This design comes from an exercise in tuning for small area, a short achievable clock period and few clock cycles on the open sky130 flow, not from production work. Where RTL was checked, it was by simulation tests only, not by an equivalence proof against the original. Power figures rest on the tool's default switching activity, not on a simulated workload.

==> flow/design.v (excerpt) <==
module encode#(
	parameter DATAWIDTH_STATE		= 16,
	parameter DATAWIDTH_XMAX		= 18,
	parameter DATAWIDTH_RCPFREQ		= 32,
	parameter DATAWIDTH_BIAS		= 10,
	parameter DATAWIDTH_CMPLFREQ	= 9,
	parameter DATAWIDTH_RCPSHIFT	= 6,
	parameter RANS_BYTE_L_SHIFT		= 8,
	parameter DATANUM				= 130560
)(
	input wire								clk,
	input wire								rst,
	input wire								start,
	output reg								onebyte_end,
	output reg								finish,
	input wire	[	 DATAWIDTH_XMAX-1:0]	x_max,
	input wire								x_max_valid,
	input wire	[ DATAWIDTH_RCPFREQ-1:0]	rcp_freq,
	input wire								rcp_freq_valid,
	input wire	[	 DATAWIDTH_BIAS-1:0]	bias,
	input wire								bias_valid,
	input wire	[DATAWIDTH_CMPLFREQ-1:0]	cmpl_freq,
	input wire								cmpl_freq_valid,
	input wire	[DATAWIDTH_RCPSHIFT-1:0]	rcp_shift,
	input wire								rcp_shift_valid,
	input wire								tvalid,
	input wire	[			   	    7:0]	tdata,
	input wire								tlast,
	output reg	[			   	    7:0]	byte_enc,
	output reg								out_valid
);
export LEC_CHECK = 0
export CAP_MARGIN = 20
export CORE_MARGIN = 2
export CORE_UTILIZATION = 45
export CTS_CLUSTER_DIAMETER = 100
export CTS_CLUSTER_SIZE = 30
export SETUP_SLACK_MARGIN = 5
export SLEW_MARGIN = 20
export SYNTH_MEMORY_MAX_BITS = 16384
export TNS_END_PERCENT = 20
create_clock -name core_clock -period 10.0 [get_ports {clk}]
standard.sh (not shown) runs the stock make flow with config.mk's settings and CLKGATE_MAP_FILE= SYNTH_SCRIPT=/design/flow/synth_recipe.tcl, a recipe that flattens the netlist after the stock synthesis.
==> flow/flow/run.sh <==
#!/bin/bash
# Standard synthesis, then the standard ORFS layout steps with repair_timing
# aiming at a larger setup slack (a tighter internal target than the clock).
set -euo pipefail
MARGIN=${MARGIN:-6.7}
bash standard.sh synth > synth.log 2>&1
sed "s/SETUP_SLACK_MARGIN=[0-9.]*/SETUP_SLACK_MARGIN=$MARGIN/" standard.sh > layout.sh
grep -q "SETUP_SLACK_MARGIN=$MARGIN" layout.sh
bash layout.sh > layout.log 2>&1
The baseline produced a clean layout.
Testbench counts at the start, summed over its fixed seeds: cycles 36,480.
Change:
--- a/flow/flow/run.sh
+++ b/flow/flow/run.sh
@@ -5 +5 @@
-MARGIN=${MARGIN:-6.7}
+MARGIN=${MARGIN:-6.5}
- CORE_UTILIZATION: 45 -> 50
After rerunning: Combinational power shrinks by a few percent. Routed wire length shrinks by a few percent. Clock power fell by a few percent. First-iteration DRC count goes down by a few percent. Fmax goes down by a few percent.
Change:
- CORE_UTILIZATION: 50 -> 45
- GPL_ROUTABILITY_DRIVEN: unset -> 0
Synthesized area is unchanged; global-route usage fell by 2.4 points; routed wire length increases by 1.4%.

---

## job 101
encode again, from the RTL that the note above started with.
==> flow/config.mk <==
export PLATFORM = sky130hd
export DESIGN_NAME = encode
export DESIGN_NICKNAME = encode
export VERILOG_FILES = /design/flow/design.v
export SDC_FILE = /design/flow/constraint.sdc
export NUM_CORES = 8
export LEC_CHECK = 0
export CAP_MARGIN = 20
export CORE_MARGIN = 2
export CORE_UTILIZATION = 45
export CTS_CLUSTER_DIAMETER = 80
export CTS_CLUSTER_SIZE = 24
export SETUP_SLACK_MARGIN = 5
export SLEW_MARGIN = 20
export SYNTH_MEMORY_MAX_BITS = 16384
export TNS_END_PERCENT = 20
==> flow/constraint.sdc <==
create_clock -name core_clock -period 10.0 [get_ports {clk}]
set_input_delay 2.0000 -clock core_clock [delete_from_list [all_inputs] [get_ports {clk}]]
set_output_delay 2.0000 -clock core_clock [all_outputs]
set_load 0.01 [all_outputs]
==> flow/flow/run.sh <==
#!/bin/bash
# Standard synthesis, then the standard ORFS layout steps with repair_timing
# aiming at a larger setup slack (a tighter internal target than the clock).
set -euo pipefail
MARGIN=${MARGIN:-6.5}
bash standard.sh synth > synth.log 2>&1
sed "s/SETUP_SLACK_MARGIN=[0-9.]*/SETUP_SLACK_MARGIN=$MARGIN/" standard.sh > layout.sh
grep -q "SETUP_SLACK_MARGIN=$MARGIN" layout.sh
bash layout.sh > layout.log 2>&1
Testbench counts of job 101, summed over its fixed seeds: cycles 36,480.
[inputs] job 102 vs job 101
- CTS_CLUSTER_DIAMETER now 100, was 80
- CTS_CLUSTER_SIZE now 30, was 24
- CORE_UTILIZATION now 40, was 45
--- outcome ---
The flow did not stop early for job 102: all stages ran, and the layout cleared the timing, design-rule and antenna checks.
In terms of net count reported at finish, job 101 and job 102 differ only marginally.
Run comparison: job 102 startpoint of the worst setup timing path sel_x; job 101 startpoint of the worst setup timing path thw_b[5]
Job 102 vs job 101 — peak clock frequency supported by timing climbed slightly
Maximum cell stage delay along the critical path on job 102 is down relative to job 101.
Job 102 vs. job 101: tightest slew margin relative to the limit has increased, maximum resistive drop on vdd has increased, slack of the critical path has increased.
### job 102 -> job 103
- CORE_UTILIZATION changed from 40 to 45
--- a/flow/flow/run.sh
+++ b/flow/flow/run.sh
@@ -5 +5 @@
-MARGIN=${MARGIN:-6.5}
+MARGIN=${MARGIN:-6.3}
==> results.txt <==
Cmp job 103 vs job 102: number of logic stages on the critical path including buffering lower in job 103. Comparing fraction of final layout cells sized beyond drive strength 1 for job 103 and job 102, the smaller number came from job 103. | buffers plus inverters on the worst setup path | job 103 vs job 102 | 3 lower |. Delta (job 103 minus job 102): global-route usage +2.7 points; combinational group share of total power -0.8 points. Job 103 vs job 102 — shortest clock period the worst path allows after layout rose 0.15 ns. Job 103 reports a lower clock-buffer cell count than job 102 does. For job 102, the end point of the critical path was x[4], unlike job 103, where it was out_valid. The met3 wire length reported for job 103 is smaller than that of job 102 by 9.2%. Job 103 has share of the cycle needed by the critical path after routing above what job 102 had. On signed area change from the synthesized netlist to the final layout: between job 103 and job 102, it ends up lower for job 103. Against job 102, job 103 comes in 0.58% lower on global-route wire length before repair.

---

The RTL this note starts from:
==> flow/design.v <==
module encode#(
	parameter DATAWIDTH_STATE		= 16,
	parameter DATAWIDTH_XMAX		= 18,
	parameter DATAWIDTH_RCPFREQ		= 32,
	parameter DATAWIDTH_BIAS		= 10,
	parameter DATAWIDTH_CMPLFREQ	= 9,
	parameter DATAWIDTH_RCPSHIFT	= 6,
	parameter RANS_BYTE_L_SHIFT		= 8,
	parameter DATANUM				= 130560
)(
	input wire								clk,
	input wire								rst,
	input wire								start,
	output reg								onebyte_end,
	output reg								finish,
	input wire	[	 DATAWIDTH_XMAX-1:0]	x_max,
	input wire								x_max_valid,
	input wire	[ DATAWIDTH_RCPFREQ-1:0]	rcp_freq,
	input wire								rcp_freq_valid,
	input wire	[	 DATAWIDTH_BIAS-1:0]	bias,
	input wire								bias_valid,
	input wire	[DATAWIDTH_CMPLFREQ-1:0]	cmpl_freq,
	input wire								cmpl_freq_valid,
	input wire	[DATAWIDTH_RCPSHIFT-1:0]	rcp_shift,
	input wire								rcp_shift_valid,
	input wire								tvalid,
	input wire	[			   	    7:0]	tdata,
	input wire								tlast,
	output reg	[			   	    7:0]	byte_enc,
	output reg								out_valid
);
	function gt8;
		input [7:0] a;
		input [7:0] b;
		reg [7:0] g, p;
		reg [3:0] g1, p1;
		reg [1:0] g2, p2;
		integer i;
		begin
			g = a & ~b;		 
			p = a | ~b;		 
			for (i = 0; i < 4; i = i + 1) begin
				g1[i] = g[2*i+1] | (p[2*i+1] & g[2*i]);
				p1[i] = g[2*i+1] | (p[2*i+1] & p[2*i]);
			end
			for (i = 0; i < 2; i = i + 1) begin
				g2[i] = g1[2*i+1] | (p1[2*i+1] & g1[2*i]);
				p2[i] = g1[2*i+1] | (p1[2*i+1] & p1[2*i]);
			end
			gt8 = g2[1] | (p2[1] & g2[0]);
		end
	endfunction
	function ge12;
		input [11:0] a;
		input [11:0] b;
		reg [11:0] g, p;
		reg [5:0] g1, p1;
		reg [2:0] g2, p2;
		reg p3;
		integer i;
		begin
			g = a & ~b;		 
			p = a | ~b;		 
			for (i = 0; i < 6; i = i + 1) begin
				g1[i] = g[2*i+1] | (p[2*i+1] & g[2*i]);
				p1[i] = g[2*i+1] | (p[2*i+1] & p[2*i]);
			end
			for (i = 0; i < 3; i = i + 1) begin
				g2[i] = g1[2*i+1] | (p1[2*i+1] & g1[2*i]);
				p2[i] = g1[2*i+1] | (p1[2*i+1] & p1[2*i]);
			end
			p3 = g2[1] | (p2[1] & p2[0]);
			ge12 = g2[2] | (p2[2] & p3);
		end
	endfunction
	function [15:0] dec4;
		input [3:0] a;
		begin
			dec4 = 16'd1 << a;
		end
	endfunction
	reg rst_r;
	always @(posedge clk) rst_r <= rst;
	reg			ld_v;
	reg	[7:0]	ld_f;
	always @(posedge clk) begin
		ld_v <= x_max_valid;
		ld_f <= x_max[15:8];
	end
	reg	[7:0]	ld_cnt;		 
	reg	[8:0]	ld_acc;		 
	always @(posedge clk) begin
		if (rst_r) begin
			ld_cnt <= 8'd0;
			ld_acc <= 9'd0;
		end else if (ld_v) begin
			ld_cnt <= ld_cnt + 8'd1;
			ld_acc <= ld_acc + {1'b0, ld_f};
		end
	end
	reg	[3*255-1:0]	lsr;	 
	always @(posedge clk)
		if (ld_v) lsr <= {lsr[3*254-1:0], ld_acc[2:0]};
	reg	[7:0]	thr [1:32];
	genvar gk;
	generate for (gk = 1; gk <= 32; gk = gk + 1) begin : g_thr
		always @(posedge clk)
			if (ld_v && ld_acc[8:3] < gk) thr[gk] <= ld_cnt;
	end endgenerate
	reg	[7:0]	idx;
	reg	[15:0]	oh_hi, oh_lo;
	always @(posedge clk) begin
		if (tvalid) begin
			idx   <= tdata;
			oh_hi <= dec4(tdata[7:4]);
			oh_lo <= dec4(tdata[3:0]);
		end else begin
			idx   <= idx + 8'd1;
			oh_lo <= {oh_lo[14:0], oh_lo[15]};
			if (oh_lo[15]) oh_hi <= {oh_hi[14:0], oh_hi[15]};
		end
	end
	wire [2:0] lent [0:255];
	genvar gp;
	generate for (gp = 0; gp < 255; gp = gp + 1) begin : g_row
		assign lent[gp] = lsr[3*gp +: 3];
	end endgenerate
	assign lent[255] = 3'd0;
	reg [2:0] rd_lo;
	reg [2:0] grp;
	integer ia, ib;
	always @(*) begin
		rd_lo = 3'd0;
		for (ia = 0; ia < 16; ia = ia + 1) begin
			grp = 3'd0;
			for (ib = 0; ib < 16; ib = ib + 1)
				grp = grp | ({3{oh_lo[ib]}} & lent[16*(15-ia) + (15-ib)]);
			rd_lo = rd_lo | ({3{oh_hi[ia]}} & grp);
		end
	end
	wire [32:1] t;
	generate for (gk = 1; gk <= 32; gk = gk + 1) begin : g_cmp
		assign t[gk] = gt8(idx, thr[gk]);
	end endgenerate
	reg [4:0] rd_hi;
	integer ik;
	always @(*) begin
		rd_hi = 5'd0;
		for (ik = 1; ik < 32; ik = ik + 1)
			if (t[ik] & ~t[ik+1]) rd_hi = rd_hi | ik[4:0];
	end
	wire [7:0] rd_cdf = {rd_hi, rd_lo};
	reg			v1, v2, v3, v4, v5, v6, fin1;
	reg			l1, l2, l3, l4, l5, l6;
	always @(posedge clk) begin
		if (rst_r) begin
			v1 <= 1'b0; v2 <= 1'b0; v3 <= 1'b0; v4 <= 1'b0; v5 <= 1'b0; v6 <= 1'b0;
			fin1 <= 1'b0;
		end else begin
			v1 <= tvalid; v2 <= v1; v3 <= v2; v4 <= v3; v5 <= v4; v6 <= v5;
			fin1 <= v6 & l6;
		end
		l1 <= tlast; l2 <= l1; l3 <= l2; l4 <= l3; l5 <= l4; l6 <= l5;
	end
	reg	[7:0]	c0, c1;
	always @(posedge clk) begin
		if (v1) c0 <= rd_cdf;
		c1 <= rd_cdf;
	end
	reg	[7:0]	fa, ca;
	always @(posedge clk)
		if (v3) begin
			fa <= c1 - c0;
			ca <= c0;
		end
	reg	[7:0]	pc;
	reg	[7:0]	m1;
	reg	[9:0]	m3;
	reg	[10:0]	m5, m7;
	reg	[11:0]	m9, m11, m13, m15;
	always @(posedge clk)
		if (v4) begin
			pc  <= ca;
			m1  <= fa;
			m3  <= {2'b0, fa} + {1'b0, fa, 1'b0};
			m5  <= {3'b0, fa} + {1'b0, fa, 2'b0};
			m7  <= {fa, 3'b0} - {3'b0, fa};
			m9  <= {1'b0, fa, 3'b0} + {4'b0, fa};
			m11 <= {1'b0, fa, 3'b0} + {3'b0, fa, 1'b0} + {4'b0, fa};
			m13 <= {fa, 4'b0} - {3'b0, fa, 1'b0} - {4'b0, fa};
			m15 <= {fa, 4'b0} - {4'b0, fa};
		end
	wire [11:0] mul [0:15];
	assign mul[0]  = 12'd0;
	assign mul[1]  = {4'b0, m1};
	assign mul[2]  = {3'b0, m1, 1'b0};
	assign mul[3]  = {2'b0, m3};
	assign mul[4]  = {2'b0, m1, 2'b0};
	assign mul[5]  = {1'b0, m5};
	assign mul[6]  = {1'b0, m3, 1'b0};
	assign mul[7]  = {1'b0, m7};
	assign mul[8]  = {1'b0, m1, 3'b0};
	assign mul[9]  = m9;
	assign mul[10] = {m5, 1'b0};
	assign mul[11] = m11;
	assign mul[12] = {m3, 2'b0};
	assign mul[13] = m13;
	assign mul[14] = {m7, 1'b0};
	assign mul[15] = m15;
	reg	[15:0]	x;
	reg			need;		 
	reg			sel_n, sel_x;	 
	wire [7:0] hi = x[15:8];
	wire [7:0] lo = x[7:0];
	reg	[7:0]	r1;			 
	reg	[3:0]	qh;			 
	reg	[3:0]	d2;			 
	reg	[7:0]	e2;			 
	wire [11:0]	u_w = ({12{sel_n}} & {8'd0, hi[7:4]})
	                | ({12{sel_x}} & {hi, lo[7:4]})
	                | ({12{v6}}    & {r1, d2});
	wire [7:0]	v2h = r1[3:0] + e2[7:4];
	wire [7:0]	u_v = ({8{sel_n}} & {4'd0, hi[7:4]})
	                | ({8{sel_x}} & {hi[3:0], lo[7:4]})
	                | ({8{v6}}    & {v2h[3:0], e2[3:0]});
	wire [15:0]	u_t;		 
	wire [15:0]	u_e;		 
	wire [7:0]	u_c [0:15];
	assign u_t[0] = 1'b1;
	genvar gm;
	generate for (gm = 1; gm < 16; gm = gm + 1) begin : g_div
		assign u_t[gm] = ge12(u_w, mul[gm]);
	end endgenerate
	generate for (gm = 0; gm < 16; gm = gm + 1) begin : g_cand
		assign u_c[gm] = u_v - mul[gm][7:0];
		if (gm < 15) begin : g_e
			assign u_e[gm] = u_t[gm] & ~u_t[gm+1];
		end else begin : g_e
			assign u_e[gm] = u_t[gm];
		end
	end endgenerate
	reg [7:0] u_rem;
	reg [3:0] u_q;
	integer mi;
	always @(*) begin
		u_rem = 8'd0;
		u_q = 4'd0;
		for (mi = 0; mi < 16; mi = mi + 1)
			if (u_e[mi]) begin
				u_rem = u_rem | u_c[mi];
				u_q = u_q | mi[3:0];
			end
	end
	wire [15:0] x_new = {qh, u_q, u_rem};
	wire [3:0] fah = fa[7:4];
	wire need_fast = (qh > fah) | ((qh == fah) & u_t[fa[3:0]]);
	wire need_slow = hi >= fa;
	wire need_nx = v6 ? need_fast : need_slow;
	wire [3:0] d2_nx = need ? hi[3:0] : lo[3:0];
	always @(posedge clk) begin
		if (v4) need <= need_nx;
		sel_n <= v4 & need_nx;
		sel_x <= v4 & ~need_nx;
		if (v5) begin
			r1 <= u_rem;
			qh <= u_q;
			d2 <= d2_nx;
			e2 <= {4'd0, d2_nx} + pc;
		end
		if (start)   x <= 16'd256;
		else if (v6) x <= x_new;
	end
	always @(posedge clk) begin
		onebyte_end <= tvalid;
		if (rst_r) begin
			out_valid <= 1'b0;
			finish    <= 1'b0;
		end else begin
			out_valid <= (v5 & need) | (v6 & l6) | fin1;
			finish    <= fin1;
		end
		if (v5)
			byte_enc <= lo;
		else if (fin1)
			byte_enc <= hi;
		else
			byte_enc <= u_rem;
	end
endmodule
==> flow/config.mk <==
export PLATFORM = sky130hd
export DESIGN_NAME = encode
export DESIGN_NICKNAME = encode
export VERILOG_FILES = /design/flow/design.v
export SDC_FILE = /design/flow/constraint.sdc
export NUM_CORES = 8
export LEC_CHECK = 0
export CAP_MARGIN = 20
export CORE_MARGIN = 2
export CORE_UTILIZATION = 45
export SETUP_SLACK_MARGIN = 5
export SLEW_MARGIN = 20
export SYNTH_MEMORY_MAX_BITS = 16384
==> flow/constraint.sdc <==
create_clock -name core_clock -period 10.0 [get_ports {clk}]
set_input_delay 2.0000 -clock core_clock [delete_from_list [all_inputs] [get_ports {clk}]]
set_output_delay 2.0000 -clock core_clock [all_outputs]
set_load 0.01 [all_outputs]
==> flow/flow/run.sh <==
#!/bin/bash
# Standard synthesis, then the standard ORFS layout steps with repair_timing
# aiming at a larger setup slack (a tighter internal target than the clock).
set -euo pipefail
MARGIN=${MARGIN:-6.0}
bash standard.sh synth > synth.log 2>&1
sed "s/SETUP_SLACK_MARGIN=[0-9.]*/SETUP_SLACK_MARGIN=$MARGIN/" standard.sh > layout.sh
grep -q "SETUP_SLACK_MARGIN=$MARGIN" layout.sh
bash layout.sh > layout.log 2>&1
The first run finished clean.
Rerun with:
--- a/flow/flow/run.sh
+++ b/flow/flow/run.sh
@@ -5 +5 @@
-MARGIN=${MARGIN:-6.0}
+MARGIN=${MARGIN:-6.5}
Outcome:
- design area grows by about 3%
- cell count grows by 1.5%
- wire length grows by about 3%
- hold slack barely changes
- setup slack gets better by 0.18 ns
No functional check of the RTL was part of any run of this note.

-- afterwards: timing with drivers on the ports --
In the flow no input, the clock included, has a driving cell. The finished layouts below were timed again as built, in two steps. Step 1 sets driving cells, clkbuf_16 on the clock port and buf_2 on the other inputs (assumed; they add their load-dependent delay and slew). Step 2 moves the port delays by t, midway between the first and last clock arrival at a register: inputs arrive t later, outputs are due t later. That takes back most of the time a late clock gives input paths. a / b / c = ideal / step 1 / step 2; a / b = the first two.
| run | shift t [ns] | setup WS [ns] | worst data-port slew with drivers (ns) |
|---|---|---|---|
| the first run of note 1 | 0.754 | 6.423 / 6.393 / 6.423 | 0.14 |
| the second run of note 1 | 0.740 | 6.270 / 6.270 / 6.270 | 0.04 |
| the third run of note 1 | 0.752 | 6.333 / 6.272 / 6.333 | 0.04 |
| job 101 | 0.770 | 6.339 / 6.339 / 6.339 | 0.12 |
| job 102 | 0.750 | 6.394 / 6.393 / 6.354 | 0.08 |
| job 103 | 0.754 | 6.244 / 6.171 / 6.255 | 0.13 |
| the first run of note 3 | 0.821 | 6.104 / 6.104 / 6.104 | 0.08 |
| the second run of note 3 | 0.822 | 6.287 / 6.287 / 6.102 | 0.09 |
After both steps every run listed still meets setup and hold. The setup slack of the second run of note 3, which loses most, moves by 0.000 ns with the drivers and by -0.185 ns with both steps.
